Context: an optimization exercise on an open-source flow, tuned for small area and a short achievable clock period. The choices shown serve that exercise and are no tape-out recipe. No functional check of the RTL was part of any run shown here. The clock input has no modelled driver; a real chip could not lean on it and would need a root buffer or a full tree.

==> flow/design.v, too long to show whole: its modules and the start of the top module <==
// module top: 964 lines
module top (
    input clk,
    input rst_n,
    input vld_in,
    input [31:0] x,
    output reg vld_out,
    output reg [16:0] y
);
  // ...
==> flow/flow/run.sh <==
#!/bin/bash
# Standard ORFS layout with two changes: the port buffers are buf_2 cells
# instead of the flow's default choice (a slow clkdlybuf4s50_1 delay cell), and
# clock tree synthesis inserts no dummy balancing loads; timing repair aims
# for 7 ns of setup slack.
set -euo pipefail
export BUFFER_PORTS_ARGS="-buffer_cell sky130_fd_sc_hd__buf_2"
export CTS_ARGS="-sink_clustering_enable -repair_clock_nets -sink_clustering_size 16 -sink_clustering_max_diameter 50 -buf_list sky130_fd_sc_hd__clkbuf_8 -dont_use_dummy_load"
export SETUP_SLACK_MARGIN=7.0
bash standard.sh > standard_flow.log 2>&1
==> flow/standard.sh <==
#!/bin/bash
# synth_recipe.tcl (not shown) runs the flow's synth.tcl, then flattens the netlist and writes it again
# the make line also repeats each setting of config.mk as NAME=value (left out here)
make -C /OpenROAD-flow-scripts/flow DESIGN_CONFIG=/design/flow/config.mk WORK_HOME=/design/flow/orfs CLKGATE_MAP_FILE= SYNTH_SCRIPT=/design/flow/synth_recipe.tcl "${@:-finish}"
==> flow/config.mk <==
export PLATFORM = sky130hd
export DESIGN_NAME = top
export DESIGN_NICKNAME = top
export VERILOG_FILES = /design/flow/design.v
export SDC_FILE = /design/flow/constraint.sdc
export NUM_CORES = 4
export LEC_CHECK = 0
export CAP_MARGIN = 20
export CORE_MARGIN = 2
export CORE_UTILIZATION = 60
export SLEW_MARGIN = 20
==> flow/constraint.sdc <==
create_clock -name core_clock -period 10.0 [get_ports {clk}]
set_input_delay 2.0000 -clock core_clock [delete_from_list [all_inputs] [get_ports {clk}]]
set_output_delay 2.0000 -clock core_clock [all_outputs]
set_load 0.01 [all_outputs]
==> run_results.csv, run 1 <==
group,metric,value,unit
placement,gp_congestion,0.805,
finish,multi_input_comb_area,0.00532,mm^2
yosys,ys_ff_latch,476,
yosys,synth_compound_area_frac,0.0526,
critical_path,cp_top_family,"flip-flops",
finish,final_common_cell,"dfxtp_1",
timing,final.setup.worst_slack,6.94,ns
die,core,0.0253,mm^2
clocking,cts_buffer_depth,3,
yosys,synth_edf_count,0,
placement,dp_hpwl,14.9,mm
die,start_util,0.612,
critical_path,cp_data_arrival_time,1.06,ns
yosys,netlist_top_cells_count,"443 x dfxtp_1, 135 x xor2_1, 129 x ha_1, 114 x inv_1, 65 x xnor2_1",
critical_path,cp_cell_sequence,"buf_6",
finish,seq_cell_count,476,
worst_hold_path,holdPathEnd,"x4[3]$_DFF_P_",
global_routing,globalRouteMet1Util,0.180,
placement,dpl_cell_area,0.0161,mm^2
drt,routed_via_density,4.82,
yosys,synth-adder-area-share,0.128,
finish,largest_reg_flops,26,
run_status,status,"no timing/DRC/antenna violations",
worst_hold_path,worstHoldPathCells,0,
critical_path,rr_startpoint,"q2[0]$_DFF_P_",
timing,rsz0062_at_grt,"yes",
placement,portBuffers,51,
finish,design_area,0.0168,mm^2
finish,buffers,55,
yosys,synth.mux.area_fraction,0,
yosys,yosys_warnings,1,
global_routing,track_usage,0.158,
yosys,synth_xor_area_frac,0.115,
drt,highest_layer,"met4",
==> run 2: changes to the inputs <==
--- a/flow/design.v
+++ b/flow/design.v
@@ -1,70 +1,97 @@
 module top (
     input clk,
     input rst_n,
     input vld_in,
     input [31:0] x,
     output reg vld_out,
     output reg [16:0] y
 );
-    wire [2:0] s1_0_sum = {1'b0, x[31:30]} - 3'd1;
-    wire [1:0] s1_0_r = s1_0_sum[1:0];
-    wire [0:0] s1_0_q = ~s1_0_sum[2];
-    wire s1_1_s = ~s1_0_q[0];
-    wire [3:0] s1_1_a = {s1_0_r, x[29:28]};
-    wire [3:0] s1_1_b = {~s1_1_s, s1_0_q ^ {1{~s1_1_s}}, 2'b11};
-    wire [3:0] s1_1_p = s1_1_a ^ s1_1_b;
-    wire s1_1_n1 = (s1_1_a[0] & s1_1_b[0]);
-    wire s1_1_n2 = (s1_1_a[1] & s1_1_b[1]);
-    wire s1_1_n3 = (s1_1_a[2] & s1_1_b[2]);
-    wire s1_1_n4 = (s1_1_a[3] & s1_1_b[3]);
-    wire s1_1_n5 = s1_1_n2 | (s1_1_p[1] & s1_1_n1);
-    wire s1_1_n6 = s1_1_p[1] & s1_1_p[0];
-    wire s1_1_n7 = s1_1_n4 | (s1_1_p[3] & s1_1_n3);
-    wire s1_1_n8 = s1_1_p[3] & s1_1_p[2];
-    wire s1_1_n9 = s1_1_n3 | (s1_1_p[2] & s1_1_n5);
-    wire s1_1_n10 = s1_1_p[2] & s1_1_n6;
-    wire s1_1_n11 = s1_1_n7 | (s1_1_n8 & s1_1_n5);
-    wire s1_1_n12 = s1_1_n8 & s1_1_n6;
-    wire [3:0] s1_1_sum = {s1_1_p[3] ^ s1_1_n9, s1_1_p[2] ^ s1_1_n5, s1_1_p[1] ^ s1_1_n1, s1_1_p[0]};
-    wire [2:0] s1_1_r = s1_1_sum[2:0];
-    wire [1:0] s1_1_q = {s1_0_q, ~s1_1_sum[3]};
-    wire s1_2_s = ~s1_1_q[0];
-    wire [4:0] s1_2_a = {s1_1_r, x[27:26]};
-    wire [4:0] s1_2_b = {~s1_2_s, s1_1_q ^ {2{~s1_2_s}}, 2'b11};
-    wire [4:0] s1_2_p = s1_2_a ^ s1_2_b;
-    wire s1_2_n1 = (s1_2_a[0] & s1_2_b[0]);
-    wire s1_2_n2 = (s1_2_a[1] & s1_2_b[1]);
-    wire s1_2_n3 = (s1_2_a[2] & s1_2_b[2]);
-    wire s1_2_n4 = (s1_2_a[3] & s1_2_b[3]);
-    wire s1_2_n5 = (s1_2_a[4] & s1_2_b[4]);
-    wire s1_2_n6 = s1_2_n2 | (s1_2_p[1] & s1_2_n1);
-    wire s1_2_n7 = s1_2_p[1] & s1_2_p[0];
-    wire s1_2_n8 = s1_2_n4 | (s1_2_p[3] & s1_2_n3);
-    wire s1_2_n9 = s1_2_p[3] & s1_2_p[2];
-    wire s1_2_n10 = s1_2_n3 | (s1_2_p[2] & s1_2_n6);
-    wire s1_2_n11 = s1_2_p[2] & s1_2_n7;
-    wire s1_2_n12 = s1_2_n8 | (s1_2_n9 & s1_2_n6);
-    wire s1_2_n13 = s1_2_n9 & s1_2_n7;
-    wire s1_2_n14 = s1_2_n5 | (s1_2_p[4] & s1_2_n12);
-    wire s1_2_n15 = s1_2_p[4] & s1_2_n13;
-    wire [4:0] s1_2_sum = {s1_2_p[4] ^ s1_2_n12, s1_2_p[3] ^ s1_2_n10, s1_2_p[2] ^ s1_2_n6, s1_2_p[1] ^ s1_2_n1, s1_2_p[0]};
-    wire [3:0] s1_2_r = s1_2_sum[3:0];
-    wire [2:0] s1_2_q = {s1_1_q, ~s1_2_sum[4]};
+    reg [2:0] lut_q;
+    reg [3:0] lut_r;
+    always @(*) begin
+        case (x[31:26])
+            6'd0: begin lut_q = 3'd0; lut_r = 4'd15; end
+            6'd1: begin lut_q = 3'd1; lut_r = 4'd0; end
+            6'd2: begin lut_q = 3'd1; lut_r = 4'd1; end
+            6'd3: begin lut_q = 3'd1; lut_r = 4'd2; end
+            6'd4: begin lut_q = 3'd2; lut_r = 4'd11; end
+            6'd5: begin lut_q = 3'd2; lut_r = 4'd12; end
+            6'd6: begin lut_q = 3'd2; lut_r = 4'd13; end
+            6'd7: begin lut_q = 3'd2; lut_r = 4'd14; end
+            6'd8: begin lut_q = 3'd2; lut_r = 4'd15; end
+            6'd9: begin lut_q = 3'd3; lut_r = 4'd0; end
+            6'd10: begin lut_q = 3'd3; lut_r = 4'd1; end
+            6'd11: begin lut_q = 3'd3; lut_r = 4'd2; end
+            6'd12: begin lut_q = 3'd3; lut_r = 4'd3; end
+            6'd13: begin lut_q = 3'd3; lut_r = 4'd4; end
+            6'd14: begin lut_q = 3'd3; lut_r = 4'd5; end
+            6'd15: begin lut_q = 3'd3; lut_r = 4'd6; end
+            6'd16: begin lut_q = 3'd4; lut_r = 4'd7; end
+            6'd17: begin lut_q = 3'd4; lut_r = 4'd8; end
+            6'd18: begin lut_q = 3'd4; lut_r = 4'd9; end
+            6'd19: begin lut_q = 3'd4; lut_r = 4'd10; end
+            6'd20: begin lut_q = 3'd4; lut_r = 4'd11; end
+            6'd21: begin lut_q = 3'd4; lut_r = 4'd12; end
+            6'd22: begin lut_q = 3'd4; lut_r = 4'd13; end
+            6'd23: begin lut_q = 3'd4; lut_r = 4'd14; end
+            6'd24: begin lut_q = 3'd4; lut_r = 4'd15; end
+            6'd25: begin lut_q = 3'd5; lut_r = 4'd0; end
+            6'd26: begin lut_q = 3'd5; lut_r = 4'd1; end
+            6'd27: begin lut_q = 3'd5; lut_r = 4'd2; end
+            6'd28: begin lut_q = 3'd5; lut_r = 4'd3; end
+            6'd29: begin lut_q = 3'd5; lut_r = 4'd4; end
+            6'd30: begin lut_q = 3'd5; lut_r = 4'd5; end
+            6'd31: begin lut_q = 3'd5; lut_r = 4'd6; end
+            6'd32: begin lut_q = 3'd5; lut_r = 4'd7; end
+            6'd33: begin lut_q = 3'd5; lut_r = 4'd8; end
+            6'd34: begin lut_q = 3'd5; lut_r = 4'd9; end
+            6'd35: begin lut_q = 3'd5; lut_r = 4'd10; end
+            6'd36: begin lut_q = 3'd6; lut_r = 4'd3; end
+            6'd37: begin lut_q = 3'd6; lut_r = 4'd4; end
+            6'd38: begin lut_q = 3'd6; lut_r = 4'd5; end
+            6'd39: begin lut_q = 3'd6; lut_r = 4'd6; end
+            6'd40: begin lut_q = 3'd6; lut_r = 4'd7; end
+            6'd41: begin lut_q = 3'd6; lut_r = 4'd8; end
+            6'd42: begin lut_q = 3'd6; lut_r = 4'd9; end
+            6'd43: begin lut_q = 3'd6; lut_r = 4'd10; end
+            6'd44: begin lut_q = 3'd6; lut_r = 4'd11; end
+            6'd45: begin lut_q = 3'd6; lut_r = 4'd12; end
+            6'd46: begin lut_q = 3'd6; lut_r = 4'd13; end
+            6'd47: begin lut_q = 3'd6; lut_r = 4'd14; end
+            6'd48: begin lut_q = 3'd6; lut_r = 4'd15; end
+            6'd49: begin lut_q = 3'd7; lut_r = 4'd0; end
+            6'd50: begin lut_q = 3'd7; lut_r = 4'd1; end
+            6'd51: begin lut_q = 3'd7; lut_r = 4'd2; end
+            6'd52: begin lut_q = 3'd7; lut_r = 4'd3; end
+            6'd53: begin lut_q = 3'd7; lut_r = 4'd4; end
+            6'd54: begin lut_q = 3'd7; lut_r = 4'd5; end
+            6'd55: begin lut_q = 3'd7; lut_r = 4'd6; end
+            6'd56: begin lut_q = 3'd7; lut_r = 4'd7; end
+            6'd57: begin lut_q = 3'd7; lut_r = 4'd8; end
+            6'd58: begin lut_q = 3'd7; lut_r = 4'd9; end
+            6'd59: begin lut_q = 3'd7; lut_r = 4'd10; end
+            6'd60: begin lut_q = 3'd7; lut_r = 4'd11; end
+            6'd61: begin lut_q = 3'd7; lut_r = 4'd12; end
+            6'd62: begin lut_q = 3'd7; lut_r = 4'd13; end
+            6'd63: begin lut_q = 3'd7; lut_r = 4'd14; end
+            default: begin lut_q = 3'd0; lut_r = 4'd0; end
+        endcase
+    end
     reg v1;
     always @(posedge clk or negedge rst_n)
         if (!rst_n) v1 <= 1'b0;
         else v1 <= vld_in;
     reg [2:0] q1;
     reg [3:0] r1;
     reg [25:0] x1;
     always @(posedge clk) begin
-        q1 <= s1_2_q;
-        r1 <= s1_2_r;
+        q1 <= lut_q;
+        r1 <= lut_r;
         x1 <= x[25:0];
     end
     wire s2_3_s = ~q1[0];
     wire [5:0] s2_3_sum = {r1, x1[25:24]} + {~s2_3_s, q1 ^ {3{~s2_3_s}}, 2'b11};
     wire [4:0] s2_3_r = s2_3_sum[4:0];
     wire [3:0] s2_3_q = {q1, ~s2_3_sum[5]};
     wire s2_4_s = ~s2_3_q[0];
     wire [6:0] s2_4_sum = {s2_3_r, x1[23:22]} + {~s2_4_s, s2_3_q ^ {4{~s2_4_s}}, 2'b11};
@@ -78,94 +105,21 @@
     reg [5:0] r2;
     reg [21:0] x2;
     always @(posedge clk) begin
         q2 <= s2_4_q;
         r2 <= s2_4_r;
         x2 <= x1[21:0];
     end
     wire s3_5_s = ~q2[0];
-    wire [7:0] s3_5_a = {r2, x2[21:20]};
-    wire [7:0] s3_5_b = {~s3_5_s, q2 ^ {5{~s3_5_s}}, 2'b11};
-    wire [7:0] s3_5_p = s3_5_a ^ s3_5_b;
-    wire s3_5_n1 = (s3_5_a[0] & s3_5_b[0]);
-    wire s3_5_n2 = (s3_5_a[1] & s3_5_b[1]);
-    wire s3_5_n3 = (s3_5_a[2] & s3_5_b[2]);
-    wire s3_5_n4 = (s3_5_a[3] & s3_5_b[3]);
-    wire s3_5_n5 = (s3_5_a[4] & s3_5_b[4]);
-    wire s3_5_n6 = (s3_5_a[5] & s3_5_b[5]);
-    wire s3_5_n7 = (s3_5_a[6] & s3_5_b[6]);
-    wire s3_5_n8 = (s3_5_a[7] & s3_5_b[7]);
-    wire s3_5_n9 = s3_5_n2 | (s3_5_p[1] & s3_5_n1);
-    wire s3_5_n10 = s3_5_p[1] & s3_5_p[0];
-    wire s3_5_n11 = s3_5_n4 | (s3_5_p[3] & s3_5_n3);
-    wire s3_5_n12 = s3_5_p[3] & s3_5_p[2];
-    wire s3_5_n13 = s3_5_n6 | (s3_5_p[5] & s3_5_n5);
-    wire s3_5_n14 = s3_5_p[5] & s3_5_p[4];
-    wire s3_5_n15 = s3_5_n8 | (s3_5_p[7] & s3_5_n7);
-    wire s3_5_n16 = s3_5_p[7] & s3_5_p[6];
-    wire s3_5_n17 = s3_5_n3 | (s3_5_p[2] & s3_5_n9);
-    wire s3_5_n18 = s3_5_p[2] & s3_5_n10;
-    wire s3_5_n19 = s3_5_n11 | (s3_5_n12 & s3_5_n9);
-    wire s3_5_n20 = s3_5_n12 & s3_5_n10;
-    wire s3_5_n21 = s3_5_n7 | (s3_5_p[6] & s3_5_n13);
-    wire s3_5_n22 = s3_5_p[6] & s3_5_n14;
-    wire s3_5_n23 = s3_5_n15 | (s3_5_n16 & s3_5_n13);
-    wire s3_5_n24 = s3_5_n16 & s3_5_n14;
-    wire s3_5_n25 = s3_5_n5 | (s3_5_p[4] & s3_5_n19);
-    wire s3_5_n26 = s3_5_p[4] & s3_5_n20;
-    wire s3_5_n27 = s3_5_n13 | (s3_5_n14 & s3_5_n19);
-    wire s3_5_n28 = s3_5_n14 & s3_5_n20;
-    wire s3_5_n29 = s3_5_n21 | (s3_5_n22 & s3_5_n19);
-    wire s3_5_n30 = s3_5_n22 & s3_5_n20;
-    wire s3_5_n31 = s3_5_n23 | (s3_5_n24 & s3_5_n19);
-    wire s3_5_n32 = s3_5_n24 & s3_5_n20;
-    wire [7:0] s3_5_sum = {s3_5_p[7] ^ s3_5_n29, s3_5_p[6] ^ s3_5_n27, s3_5_p[5] ^ s3_5_n25, s3_5_p[4] ^ s3_5_n19, s3_5_p[3] ^ s3_5_n17, s3_5_p[2] ^ s3_5_n9, s3_5_p[1] ^ s3_5_n1, s3_5_p[0]};
+    wire [7:0] s3_5_sum = {r2, x2[21:20]} + {~s3_5_s, q2 ^ {5{~s3_5_s}}, 2'b11};
     wire [6:0] s3_5_r = s3_5_sum[6:0];
     wire [5:0] s3_5_q = {q2, ~s3_5_sum[7]};
     wire s3_6_s = ~s3_5_q[0];
-    wire [8:0] s3_6_a = {s3_5_r, x2[19:18]};
-    wire [8:0] s3_6_b = {~s3_6_s, s3_5_q ^ {6{~s3_6_s}}, 2'b11};
-    wire [8:0] s3_6_p = s3_6_a ^ s3_6_b;
-    wire s3_6_n1 = (s3_6_a[0] & s3_6_b[0]);
-    wire s3_6_n2 = (s3_6_a[1] & s3_6_b[1]);
-    wire s3_6_n3 = (s3_6_a[2] & s3_6_b[2]);
-    wire s3_6_n4 = (s3_6_a[3] & s3_6_b[3]);
-    wire s3_6_n5 = (s3_6_a[4] & s3_6_b[4]);
-    wire s3_6_n6 = (s3_6_a[5] & s3_6_b[5]);
-    wire s3_6_n7 = (s3_6_a[6] & s3_6_b[6]);
-    wire s3_6_n8 = (s3_6_a[7] & s3_6_b[7]);
-    wire s3_6_n9 = (s3_6_a[8] & s3_6_b[8]);
-    wire s3_6_n10 = s3_6_n2 | (s3_6_p[1] & s3_6_n1);
-    wire s3_6_n11 = s3_6_p[1] & s3_6_p[0];
-    wire s3_6_n12 = s3_6_n4 | (s3_6_p[3] & s3_6_n3);
-    wire s3_6_n13 = s3_6_p[3] & s3_6_p[2];
-    wire s3_6_n14 = s3_6_n6 | (s3_6_p[5] & s3_6_n5);
-    wire s3_6_n15 = s3_6_p[5] & s3_6_p[4];
-    wire s3_6_n16 = s3_6_n8 | (s3_6_p[7] & s3_6_n7);
-    wire s3_6_n17 = s3_6_p[7] & s3_6_p[6];
-    wire s3_6_n18 = s3_6_n3 | (s3_6_p[2] & s3_6_n10);
-    wire s3_6_n19 = s3_6_p[2] & s3_6_n11;
-    wire s3_6_n20 = s3_6_n12 | (s3_6_n13 & s3_6_n10);
-    wire s3_6_n21 = s3_6_n13 & s3_6_n11;
-    wire s3_6_n22 = s3_6_n7 | (s3_6_p[6] & s3_6_n14);
-    wire s3_6_n23 = s3_6_p[6] & s3_6_n15;
-    wire s3_6_n24 = s3_6_n16 | (s3_6_n17 & s3_6_n14);
-    wire s3_6_n25 = s3_6_n17 & s3_6_n15;
-    wire s3_6_n26 = s3_6_n5 | (s3_6_p[4] & s3_6_n20);
-    wire s3_6_n27 = s3_6_p[4] & s3_6_n21;
-    wire s3_6_n28 = s3_6_n14 | (s3_6_n15 & s3_6_n20);
-    wire s3_6_n29 = s3_6_n15 & s3_6_n21;
-    wire s3_6_n30 = s3_6_n22 | (s3_6_n23 & s3_6_n20);
-    wire s3_6_n31 = s3_6_n23 & s3_6_n21;
-    wire s3_6_n32 = s3_6_n24 | (s3_6_n25 & s3_6_n20);
-    wire s3_6_n33 = s3_6_n25 & s3_6_n21;
-    wire s3_6_n34 = s3_6_n9 | (s3_6_p[8] & s3_6_n32);
-    wire s3_6_n35 = s3_6_p[8] & s3_6_n33;
-    wire [8:0] s3_6_sum = {s3_6_p[8] ^ s3_6_n32, s3_6_p[7] ^ s3_6_n30, s3_6_p[6] ^ s3_6_n28, s3_6_p[5] ^ s3_6_n26, s3_6_p[4] ^ s3_6_n20, s3_6_p[3] ^ s3_6_n18, s3_6_p[2] ^ s3_6_n10, s3_6_p[1] ^ s3_6_n1, s3_6_p[0]};
+    wire [8:0] s3_6_sum = {s3_5_r, x2[19:18]} + {~s3_6_s, s3_5_q ^ {6{~s3_6_s}}, 2'b11};
     wire [7:0] s3_6_r = s3_6_sum[7:0];
     wire [6:0] s3_6_q = {s3_5_q, ~s3_6_sum[8]};
     reg v3;
     always @(posedge clk or negedge rst_n)
         if (!rst_n) v3 <= 1'b0;
         else v3 <= v2;
     reg [6:0] q3;
     reg [7:0] r3;
==> flow/flow/run.sh (replaced) <==
#!/bin/bash
# Standard ORFS layout with these changes:
#  - the port buffers are buf_2 cells instead of the flow's default choice
#    (a slow clkdlybuf4s50_1 delay cell);
#  - clock tree synthesis uses clkbuf_8/clkbuf_16, larger sink clusters and no
#    dummy balancing loads;
set -euo pipefail
here=$(pwd)
export BUFFER_PORTS_ARGS="-buffer_cell sky130_fd_sc_hd__buf_2"
export CTS_ARGS="-sink_clustering_enable -repair_clock_nets -sink_clustering_size 30 -sink_clustering_max_diameter 80 -buf_list {sky130_fd_sc_hd__clkbuf_8 sky130_fd_sc_hd__clkbuf_16} -root_buf sky130_fd_sc_hd__clkbuf_16 -dont_use_dummy_load"
export SETUP_SLACK_MARGIN=${SETUP_SLACK_MARGIN:-7.1}
bash standard.sh cts > standard_cts.log 2>&1
res=$(ls -d "$here"/orfs/results/*/top/base)
cp "$res/4_cts.odb" "$res/4_cts_with_root.odb"
RES="$res" openroad -no_init -exit "$here/flow/drop_root.tcl" > drop_root.log 2>&1
bash standard.sh > standard_flow.log 2>&1
==> flow/flow/drop_root.tcl (new file) <==
read_db $::env(RES)/4_cts.odb
set block [ord::get_db_block]
set clk [$block findNet clk]
set loads {}
foreach it [$clk getITerms] { lappend loads $it }
if {[llength $loads] != 1} { puts "root: clock port drives [llength $loads] pins; unchanged"; exit 0 }
set root [[lindex $loads 0] getInst]
set out ""
foreach it [$root getITerms] {
  if {[$it isOutputSignal]} { set out [$it getNet] }
}
set sinks {}
foreach it [$out getITerms] {
  if {![$it isOutputSignal]} { lappend sinks $it }
}
if {[llength $sinks] > 4} { puts "root drives [llength $sinks] pins; unchanged"; exit 0 }
puts "removing [$root getName] ([[$root getMaster] getName]) driving [llength $sinks] pins"
foreach it $sinks {
  $it disconnect
  $it connect $clk
}
foreach it [$root getITerms] { $it disconnect }
odb::dbInst_destroy $root
odb::dbNet_destroy $out
write_db $::env(RES)/4_cts.odb
==> run 2 against run 1 <==
Still clean on timing, DRC and antenna. Worst hold slack worse by 0.0080 ns. Via count is 0.37% lower. Core utilization hardly changed. Non-clock buffer count is 3 higher. Synthesized area is 0.67% higher. Worst setup slack better by 0.096 ns. Clock skew is 0.032 ns lower. Critical path depth is 13 higher. Sequential cell count stayed put. Count of clock-buffer cells in the layout is 22 lower. Register-to-register slack better by 0.03 ns. Critical endpoint is now q3[0]$_DFF_P_.
==> run_results.csv, run 2 <==
group,metric,value,unit
run_status,status,"no timing/DRC/antenna violations",
finish,layout_common_cells,"437 x dfxtp_1, 129 x xor2_1, 124 x ha_1, 117 x inv_1, 62 x xnor2_1",
yosys,synth_top_area_frac,0.570,
finish,top_regs,"x1: 26 flops, x2: 22 flops, x3: 18 flops",
critical_path,cp_data_arrival_time,3.25,ns
timing,skew,0.0379,ns
yosys,synth.area.top_cells,"dfxtp_1 57%, ha_1 10%, xor2_1 7.3%",
critical_path,r2r_cells,14,
global_routing,grt_max_degree,34,
finish,drive_gt1_frac,0.0815,
timing,finalCritPeriodShare,0.297,
global_routing,grt-ovfl-total,0,
critical_path,cp_max_fo,6,
critical_path,end_kind,"register",
yosys,yosys_warnings,1,
finish,final_common_cell,"dfxtp_1",
critical_path,r2r-end,"q3[0]$_DFF_P_",
yosys,yosys.area.top_type,"dfxtp_1",
timing,drv_slew,0,
die,dieWidth,165,um
critical_path,rr_startpoint,"q2[0]$_DFF_P_",
timing,fmax,0.337,GHz
finish,area_growth,8.09,%
global_routing,grt_pass1_wl,34.2,mm
yosys,ys_seq_area_frac,0.623,
drt,firstDrtPassIters,4,
drt,drc_errors,0,
global_routing,track_usage,0.153,
timing,slew_headroom,0.446,
drt,routed_via_density,4.80,
placement,dp_hpwl,14.9,mm
job,cap_violations,0,
finish,diodes,0,
drt,drt-initial-drc-count,269,
yosys,synth_most_common_cell,"dfxtp_1",
drt,drt_wl_total,20.0,mm
yosys,ys_ff_latch,476,
yosys,netlist_instances,1227,
die,rows,58,
timing,hold_ws,0.282,ns
worst_hold_path,hold_class,"reg -> reg",
clocking,clkSlewWorstSetupHoldPaths,0.11,ns
timing,setup_violations,0,
timing,hold_viol_final,0,
clocking,ctsHoldBuffers,0,
placement,gp_congestion,0.816,
critical_path,r2r_slack,7.03,ns
placement,portBuffers,51,
drt,vias,7765,
critical_path,required,10.28,ns
finish,nNetsFinal,1467,
finish,fill_cells,1956,
timing,fin_crit,2.97,ns
critical_path,cp-start-kind,"register",
critical_path,critPathKind,"reg -> reg",
timing,worst_pin_slew,0.830,ns
yosys,netlist_top_cells_count,"443 x dfxtp_1, 130 x xor2_1, 125 x ha_1, 117 x inv_1, 63 x xnor2_1",
die,start_util,0.614,
clocking,clkLatencyLatePin,0.38,ns
yosys,avgSynthCellArea,12.7,um^2
timing,rsz0062_at_grt,"yes",
finish,largest_reg_flops,26,
die,io_pins,53,
worst_hold_path,holdPathEnd,"x2[8]$_DFF_P_",
yosys,syn_nets,1403,
yosys,synth_edf_count,0,
worst_hold_path,worstHoldPathCells,0,
yosys,synth_area,0.0156,mm^2
die,die-area,0.0272,mm^2
die,core,0.0253,mm^2
yosys,synthArstFlopShare,0.0693,
drt,wl_per_cell,12.3,um
global_routing,antenna_found_initial,0,
yosys,ys_types,65,
finish,largest-register,"x1",
timing,final.setup.tns,0,ns
die,fp.dieH,165,um
clocking,numClockSinks,476,
yosys,synthFlopType,"dfxtp_1",
drt,detail-route-antenna-nets,0,
worst_hold_path,hp-start,"x1[8]$_DFF_P_",
global_routing,grt_pass1_vias,7798,
[run 2: cell count changes after synthesis, moves of 3 or more]
cell and change:
nor2_1 +8, nor3_1 +8, xor2_1 -5, and3_1 +4, ha_1 -4, a21o_1 -3
a31oi_1 +3, inv_1 +3, o21ai_1 +3, o21bai_1 +3
[run 2: area by class of cell]
type                    count  area, um^2  area share
clock buffers              19         475      0.0283
multi-input cells         619        5410       0.322
inverters                 117         439      0.0261
repair buffers             58         364      0.0217
flip-flops and latches    476        9710       0.577
well taps                 330         413      0.0246
[run 2: worst max-delay path, stage by stage, from the launching register on]
cell and delay (ns):
dfxtp_4 0.44, xor2_4 0.19, ha_4 0.23, a21oi_2 0.17, a21boi_2 0.09, o21ai_2 0.16
nand2b_4 0.10, xnor2_2 0.13, ha_1 0.32, nor3b_2 0.17, o21a_1 0.22, o21ai_1 0.12
nand2b_1 0.09, a31oi_1 0.20, xnor3_1 0.23
[run 2: through the flow]
stage	utilization	instance area (um^2)	cells	setup WS (ns)
after detailed placement	0.639	16200	1594	6.83
after global placement	0.639	16200	1594	6.93
after CTS	0.659	16700	1616	6.93
final	0.664	16800	1619	7.03
after global routing	0.664	16800	1619	6.87
after floorplan	-	15600	1227	7.11
[run 2: per-layer routing]
layer  track usage  up-vias  wire length (um)
met3        0.0178       35               435
met5             0        -                 0
met4        0.0478        0               645
li1              -     4084                 -
met2         0.291       75             10100
met1         0.177     3571              8800
[run 2: how the worst max path moves through the flow]
stage / start / to / slack, ns / cells past startpoint
floorplan: q2[0]$_DFF_P_ / q3[0]$_DFF_P_ / 7.11 / 15
global placement: q2[0]$_DFF_P_ / q3[0]$_DFF_P_ / 6.93 / 14
detailed placement: q2[0]$_DFF_P_ / q3[0]$_DFF_P_ / 6.83 / 14
CTS: y[0]$_DFF_PN0_ / y[0] / 6.93 / 1
global route: q2[0]$_DFF_P_ / q3[0]$_DFF_P_ / 6.87 / 14
finish: q2[0]$_DFF_P_ / q3[0]$_DFF_P_ / 7.03 / 14
[run 2: logic make-up after synthesis]
| logic type | synth area share |
|---|---|
| AOI/OAI and AO/OA | 0.0566 |
| buffers and inverters | 0.0323 |
| and+or+nand+nor | 0.0533 |
| DFF | 0.623 |
| adders and majority gates | 0.121 |
| other | 0.000241 |
| xor gates and xnor gates | 0.113 |
[run 2: repair_timing]
item / in CTS / in global routing
endpoints found under the hold margin: 0 / 0
pin swaps: 0 / 8
buffers inserted: 2 / 4
resized for setup: 1 / 21
endpoints found under the setup margin: 20 / 34
cloned: 0 / 0

[separate check: timing with driven ports]
The flow's constraints put no driver on any port. The routed layouts listed below were extracted and timed again, unchanged, in two steps.
Step 1, drivers: a clkbuf_16 drives clk and a buf_2 each remaining input, both assumed.
Step 2 moves the port delays by t, midway between the first and last clock arrival at a register: inputs arrive t later, outputs are due t later. That takes back most of the time a late clock gives input paths.
a / b / c = ideal ports / drivers / drivers and shift; a / b = the first two.
run	t, ns	slack for setup (ns)	worst setup path after step 2	worst data-port slew with drivers (ns)	pins driven straight from the clock port
run 1	0.565	6.936 / 6.894 / 6.607	input to register	0.03	1
run 2	0.431	7.033 / 7.033 / 7.033	register to register	0.03	2
After both steps every run listed still meets setup and hold. The setup slack of run 1, which loses most, moves by -0.042 ns with the drivers and by -0.329 ns with both steps.
